This design comes from an exercise in tuning for small area, a short achievable clock period and few clock cycles per item on the open sky130 flow, not from production work.
Function was checked by simulation only, so behaviour that the tests miss may differ from the original.

==> flow/design.v <==
module VITERBIDECODER (Reset, CLOCK, Active, Code, Ready, DecodeOut, DecodeValid);
input Reset, CLOCK, Active;
input [1:0] Code;
output Ready;
output DecodeOut;
output DecodeValid;
localparam W = 6;
localparam D = 24;
assign Ready = 1'b1;
reg vR;
reg [3:0] d0R, d1R;
wire [3:0] d0N, d1N;
genvar e;
generate
for (e = 0; e < 4; e = e + 1) begin : bm
  wire [1:0] x = Code ^ e[1:0];
  assign d0N[e] = ~x[1] & ~x[0];
  assign d1N[e] = x[1] ^ x[0];
end
endgenerate
reg [5:0] Count;  
wire Compare = |Count[5:3];
always @(posedge CLOCK or negedge Reset)
begin
if (~Reset) begin
  vR <= 0; Count <= 0;
end
else begin
  vR <= Active;
  if (vR & ~Count[5]) Count <= Count + 1;
end
end
always @(posedge CLOCK)
begin
  d0R <= d0N; d1R <= d1N;
end
reg [W*256-1:0] PM;
reg [D*256-1:0] RE;
genvar u;
generate
for (u = 0; u < 128; u = u + 1) begin : bf
  localparam [8:0] R = {1'b0, u[6:0], 1'b0};
  localparam [1:0] E = {^(R & 9'b110101111), ^(R & 9'b100011101)};
  wire z = d0R[E];        
  wire o = d1R[E];        
  wire [1:0] dA = z ? 2'd0 : o ? 2'd1 : 2'd2;  
  wire [1:0] dB = 2'd2 - dA;                   
  wire [W-1:0] pm0 = PM[W*(2*u) +: W];
  wire [W-1:0] pm1 = PM[W*(2*u+1) +: W];
  wire [D-2:0] re0 = RE[D*(2*u) +: D-1];
  wire [D-2:0] re1 = RE[D*(2*u+1) +: D-1];
  wire [W-1:0] df = pm1 - pm0;
  wire [W-1:0] dm2 = df + 2;
  wire [W-1:0] dp2 = df - 2;
  wire le_m2 = dm2[W-1] | (dm2 == 0);
  wire le_0 = df[W-1] | (df == 0);
  wire le_p2 = dp2[W-1] | (dp2 == 0);
  wire s0 = Compare & (z ? le_m2 : o ? le_0 : le_p2);
  wire s1 = Compare & (z ? le_p2 : o ? le_0 : le_m2);
  wire [W-1:0] n0 = (s0 ? pm1 : pm0) + (s0 ? dB : dA);
  wire [W-1:0] n1 = (s1 ? pm1 : pm0) + (s1 ? dA : dB);
  wire [D-1:0] r0 = {(s0 ? re1 : re0), s0};
  wire [D-1:0] r1 = {(s1 ? re1 : re0), s1};
  always @(posedge CLOCK)
  if (vR) begin
    PM[W*u +: W] <= n0; PM[W*(u+128) +: W] <= n1;
    RE[D*u +: D] <= r0; RE[D*(u+128) +: D] <= r1;
  end
end
endgenerate
localparam NW = W + 1;  
localparam SB = 256 >> 4;  
wire [NW*512-1:0] T;
reg [NW*SB-1:0] SPLIT;
genvar n;
generate
for (n = 0; n < 256; n = n + 1) begin : leaf
  assign T[NW*(256+n) +: NW] = {PM[W*n +: W], RE[D*n+D-1]};
end
for (n = 1; n < 256; n = n + 1) begin : nd
  wire [NW-1:0] a, b;
  if (n >= SB/2 && n < SB) begin : fromreg
    assign a = SPLIT[NW*(2*n-SB) +: NW];
    assign b = SPLIT[NW*(2*n+1-SB) +: NW];
  end else begin : fromwire
    assign a = T[NW*(2*n) +: NW];
    assign b = T[NW*(2*n+1) +: NW];
  end
  wire [W-1:0] df = b[NW-1:1] - a[NW-1:1];  
  wire ble = df[W-1] | (df == 0);            
  wire blt = df[W-1];                        
  wire takeb = (n >= 64) ? ble : blt;        
  assign T[NW*n +: NW] = takeb ? b : a;
end
endgenerate
always @(posedge CLOCK) SPLIT <= T[NW*SB +: NW*SB];
reg DecodeOut, DecodeValid, V1;
always @(posedge CLOCK) DecodeOut <= T[NW];
always @(posedge CLOCK or negedge Reset)
begin
if (~Reset) begin
  V1 <= 0; DecodeValid <= 0;
end
else begin
  V1 <= vR & Count[5];
  DecodeValid <= V1;
end
end
endmodule
==> flow/run.sh <==
#!/bin/bash
# synth_recipe.tcl (not shown) runs the flow's synth.tcl, then flattens the netlist and writes it again
# the make line also repeats each setting of config.mk as NAME=value (left out here)
make -C /OpenROAD-flow-scripts/flow DESIGN_CONFIG=/design/flow/config.mk WORK_HOME=/design/flow/orfs CLKGATE_MAP_FILE= SYNTH_SCRIPT=/design/flow/synth_recipe.tcl finish
==> flow/config.mk <==
export PLATFORM = sky130hd
export DESIGN_NAME = VITERBIDECODER
export DESIGN_NICKNAME = VITERBIDECODER
export VERILOG_FILES = /design/flow/design.v
export SDC_FILE = /design/flow/constraint.sdc
export NUM_CORES = 8
export LEC_CHECK = 0
export CAP_MARGIN = 20
export CORE_MARGIN = 2
export CORE_UTILIZATION = 45
export SLEW_MARGIN = 20
export SYNTH_MEMORY_MAX_BITS = 16384
==> flow/constraint.sdc <==
create_clock -name core_clock -period 20.0 [get_ports {CLOCK}]
set_input_delay 4.0000 -clock core_clock [delete_from_list [all_inputs] [get_ports {CLOCK}]]
set_output_delay 4.0000 -clock core_clock [all_outputs]
set_load 0.01 [all_outputs]
==> summary.txt <==
## final cells by class
| class | instances | area [um2] |
|---|---|---|
| Sequential cell | 7808 | 233000 |
| Tap cell | 13400 | 16800 |
| Multi-Input combinational cell | 28700 | 211000 |
| Clock inverter | 550 | 5850 |
| Timing Repair Buffer | 804 | 6710 |
| Inverter | 2782 | 10500 |
| Clock buffer | 1033 | 22300 |
| Antenna cell | 605 | 1510 |
| Fill cell | 89400 | 506000 |
## through the flow
stage,std cells,hold slack (ns)
2_1_floorplan,40600,0.331
3_3_place_gp,53400,0.344
3_5_place_dp,53400,0.336
4_1_cts,55000,0.361
5_1_grt,55300,0.371
6_report,55600,0.357
## cell families after synthesis
| family | count (synthesis) | synth area share, % |
|---|---|---|
| AOI/OAI and AO/OA | 5641 | 7.93 |
| xor gates and xnor gates | 2034 | 3.96 |
| adders and majority gates | 2441 | 7.34 |
| buffers and inverters | 4146 | 3.41 |
| DFF | 7808 | 51.0 |
| muxes | 6281 | 15.0 |
| other | 1 | 0.000820 |
| and+or+nand+nor | 12300 | 11.4 |
## Yosys cell counts (all sizes together) (89+ instances only)
cell	instances	share of area [%]
nor4	124	0.18
a211oi	310	0.52
o21ai	1174	1.3
ha	1920	5.3
nor3	381	0.42
mux2i	1753	3.8
or3	151	0.21
nor3b	134	0.22
nor2b	207	0.28
o211a	98	0.21
nand2	7121	5.8
inv	2762	2.3
a21oi	1909	2.1
fa	432	1.9
maj3	89	0.20
xnor2	1139	2.2
a22o	104	0.20
and2	256	0.35
a22oi	181	0.30
o21a	244	0.40
buf	200	0.18
xor2	889	1.7
and3	182	0.25
nor2	2450	2.0
nand2b	260	0.36
o211ai	186	0.31
a21o	212	0.35
clkbuf	1164	0.96
nand3	701	0.77
mux2	4524	11
edfxtp	7680	50
o31ai	169	0.28
dfxtp	119	0.52
a31oi	231	0.32
## registers in the layout (all words and copies together) (netlist names)
signal       flops
V1               1
SPLIT          112
RE            6144
DecodeOut        1
Count            6
DecodeValid      1
d1R              2
PM            1536
d0R              4
vR               1
## metal layers
metal | vias to the layer above | wire length, um | global-route usage, %
li1 | 147000 | - | -
met1 | 172000 | 822000 | 52.3
met2 | 21600 | 948000 | 61.8
met3 | 4927 | 212000 | 9.76
met4 | 98 | 238000 | 37.9
met5 | - | 700 | 0
## worst min-delay path by stage
stage | cells past startpoint | from | slack [ns] | to
after global placement | 0 | V1$_DFF_PN0_ | 0.34 | DecodeValid$_DFF_PN0_
final | 0 | V1$_DFF_PN0_ | 0.36 | DecodeValid$_DFF_PN0_
after detailed placement | 0 | V1$_DFF_PN0_ | 0.34 | DecodeValid$_DFF_PN0_
after floorplan | 0 | V1$_DFF_PN0_ | 0.33 | DecodeValid$_DFF_PN0_
after CTS | 0 | V1$_DFF_PN0_ | 0.36 | DecodeValid$_DFF_PN0_
after global routing | 0 | V1$_DFF_PN0_ | 0.37 | DecodeValid$_DFF_PN0_
==> summary.txt <==
----------------------------------------------------
[Critical path]
  Crit Reg-Reg Endpoint ... SPLIT[16]$_DFF_P_
  Arrival time at the worst endpoint ... 11.52 ns
  Worst Path Buf+Inv ... 5
  Critical Path Most Common Cell ... inv_1
  Worst path top cell family by delay ... compound AO/OA/AOI/OAI gates
  Library cell contributing the largest single delay on the critical path ... xor2_1
  Setup slack of the worst register-to-register path ... 9.51 ns
  Critical path class ... flop to flop
  Kind of capture point of the worst setup path ... flop
  Count of cell instances traversed by the critical path ... 34
  Worst-path fanout max ... 9
  Worst setup endpoint ... SPLIT[16]$_DFF_P_
  RR Startpoint ... PM[258]$_DFFE_PP_
  Kind of launch point of the worst setup path ... flop
  Data required time at the worst endpoint ... 21.02 ns
  Crit path from ... PM[258]$_DFFE_PP_
  Cell depth of the worst flop-to-flop path ... 34
  Peak per-stage delay on the critical path ... 0.96 ns

[STA]
  Number of endpoints with negative hold slack in the final report ... 0
  Unrepaired setup endpoints after global routing ... no
  Fraction of the cycle the final worst path needs ... 52.5%
  Layout Skew ... 0.115 ns
  Post-route worst setup slack ... 9.51 ns
  Relative slew slack ... 6.43%
  Minimum period implied by the final worst setup slack ... 10.49 ns
  Max Freq ... 95.3 MHz
  Setup-violating endpoint count in the final report ... 0
  Summed negative setup slack over all endpoints ... 0 ns
  Worst-margin pin slew ... 1.40 ns
  Number of max-slew violations in the final report ... 0

[Detailed routing]
  Routed vias/inst ... 6.21
  Violation count after the first detailed-routing iteration ... 54000
  Number of DRC violations after detailed routing ... 0
  Residual antenna-violating net count after detailed routing ... 0
  DRT Pass-1 Iters ... 9
  WL/cell ... 39.9 um
  Via Count ... 346000
  Total Wirelength ... 2220 mm

[Logic synthesis]
  Primary flip-flop cell chosen by synthesis mapping ... edfxtp_1
  Portion of the post-synthesis area used by sequential elements ... 51.0%
  Syn nets ... 43000
  Flop and latch count out of synthesis ... 7808
  Synthesized cell area ... 0.457 mm2
  Post-synthesis cell type count ... 120
  Share of async-settable or async-resettable flops after synthesis ... 0.115%
  Number of enable-type register cells in the synthesized netlist ... 7680
  Post-Syn Instances ... 40600
  Number of warnings issued by yosys ... 1
  Synthesized area per cell ... 11.3 um2

[Hold path]
  Hold/Removal Path Class ... flop to flop

[Clock network]
  Depth of the CTS H-tree ... 6
  Resized cells post-CTS ... 0
  Clock edge transition at the registers on the reported setup and hold paths ... 0.07 ns
  Clock tree root buffer cell ... clkbuf_16
  Count of buffers added by post-CTS timing repair for setup ... 0
  Clock latency reported for the late side of the worst-skew pair ... 1.23 ns
  Hold Buf Count CTS ... 0
  Number of buffers created by CTS ... 856
  Number of buffers between clock root and the deepest sink ... 5
  CTS tree ... built
  Number of sinks handled by clock tree synthesis ... 7808

[Layout]
  Commonest non-fill, non-tap cell in the layout ... edfxtp_1
  Number of nets in the finished design ... 43300
  Design area ... 0.508 mm2
  Commonest non-fill, non-tap cells in the layout ... edfxtp_1 (7680), nand2_1 (7107), mux2_2 (4519)
  Layout overhead on the synthesized area ... 11.0%
  Post-layout util ... 50.1%
  Share of cells above drive strength 1 ... 17.2%

[Global routing]
  Pin count of the biggest net entering global routing ... 185
  GRT Total Usage ... 42.3%
  Total congestion overflow after global routing ... 0
  Antenna violations before repair ... 496
  First-pass GRT wire length ... 2900 mm
  Number of global-route vias before repair ... 318000

[Run]
  Max-cap violations ... 0

[Die]
  Die ar. ... 1.02 mm2
  Vertical die dimension ... 1.01 mm
  Die span in x ... 1.01 mm
  Initial core utilization ... 45.1%
  Core Region ... 1.01 mm2
  Standard-cell row count ... 370
  I/O pin count ... 8

[Placed design]
  Placed Instance Area ... 0.478 mm2
  Placer's final routability congestion estimate ... 1.04
  Port buffer count ... 6
  HPWL reported at the end of detailed placement ... 1760 mm
  Worst slack, placed ... 9.74 ns

[Outcome]
  Status ... no timing/DRC/antenna violations

----------------------------------------------------
Testbench counts, summed over its fixed seeds: cycles 5,144, items 4,864.

[static timing again, ports no longer ideal]
The results above use ideal ports. As a check the final layout listed here was re-extracted and re-timed, cells and wires unchanged.
Step 1, drivers: a clkbuf_16 drives CLOCK and a buf_2 each remaining input, both assumed.
Step 2 adds t to the input delays and takes it off the output delays; t is the mean of the earliest and latest rising clock arrival at the registers after step 1. Input paths then give back, and output paths get back, about the clock's delay inside the block.
Three values: ideal ports, drivers, drivers and shift; two values: the first two.
shift t [ns]: 1.357
slack for setup (ns): 9.510 / 9.510 / 9.510
hold slack, ns: 0.357 / 0.357 / 0.357
worst setup path after step 2: register to register
After both steps setup and hold are still met in this run. The setup slack of this run moves by 0.000 ns with the drivers and by 0.000 ns with both steps.
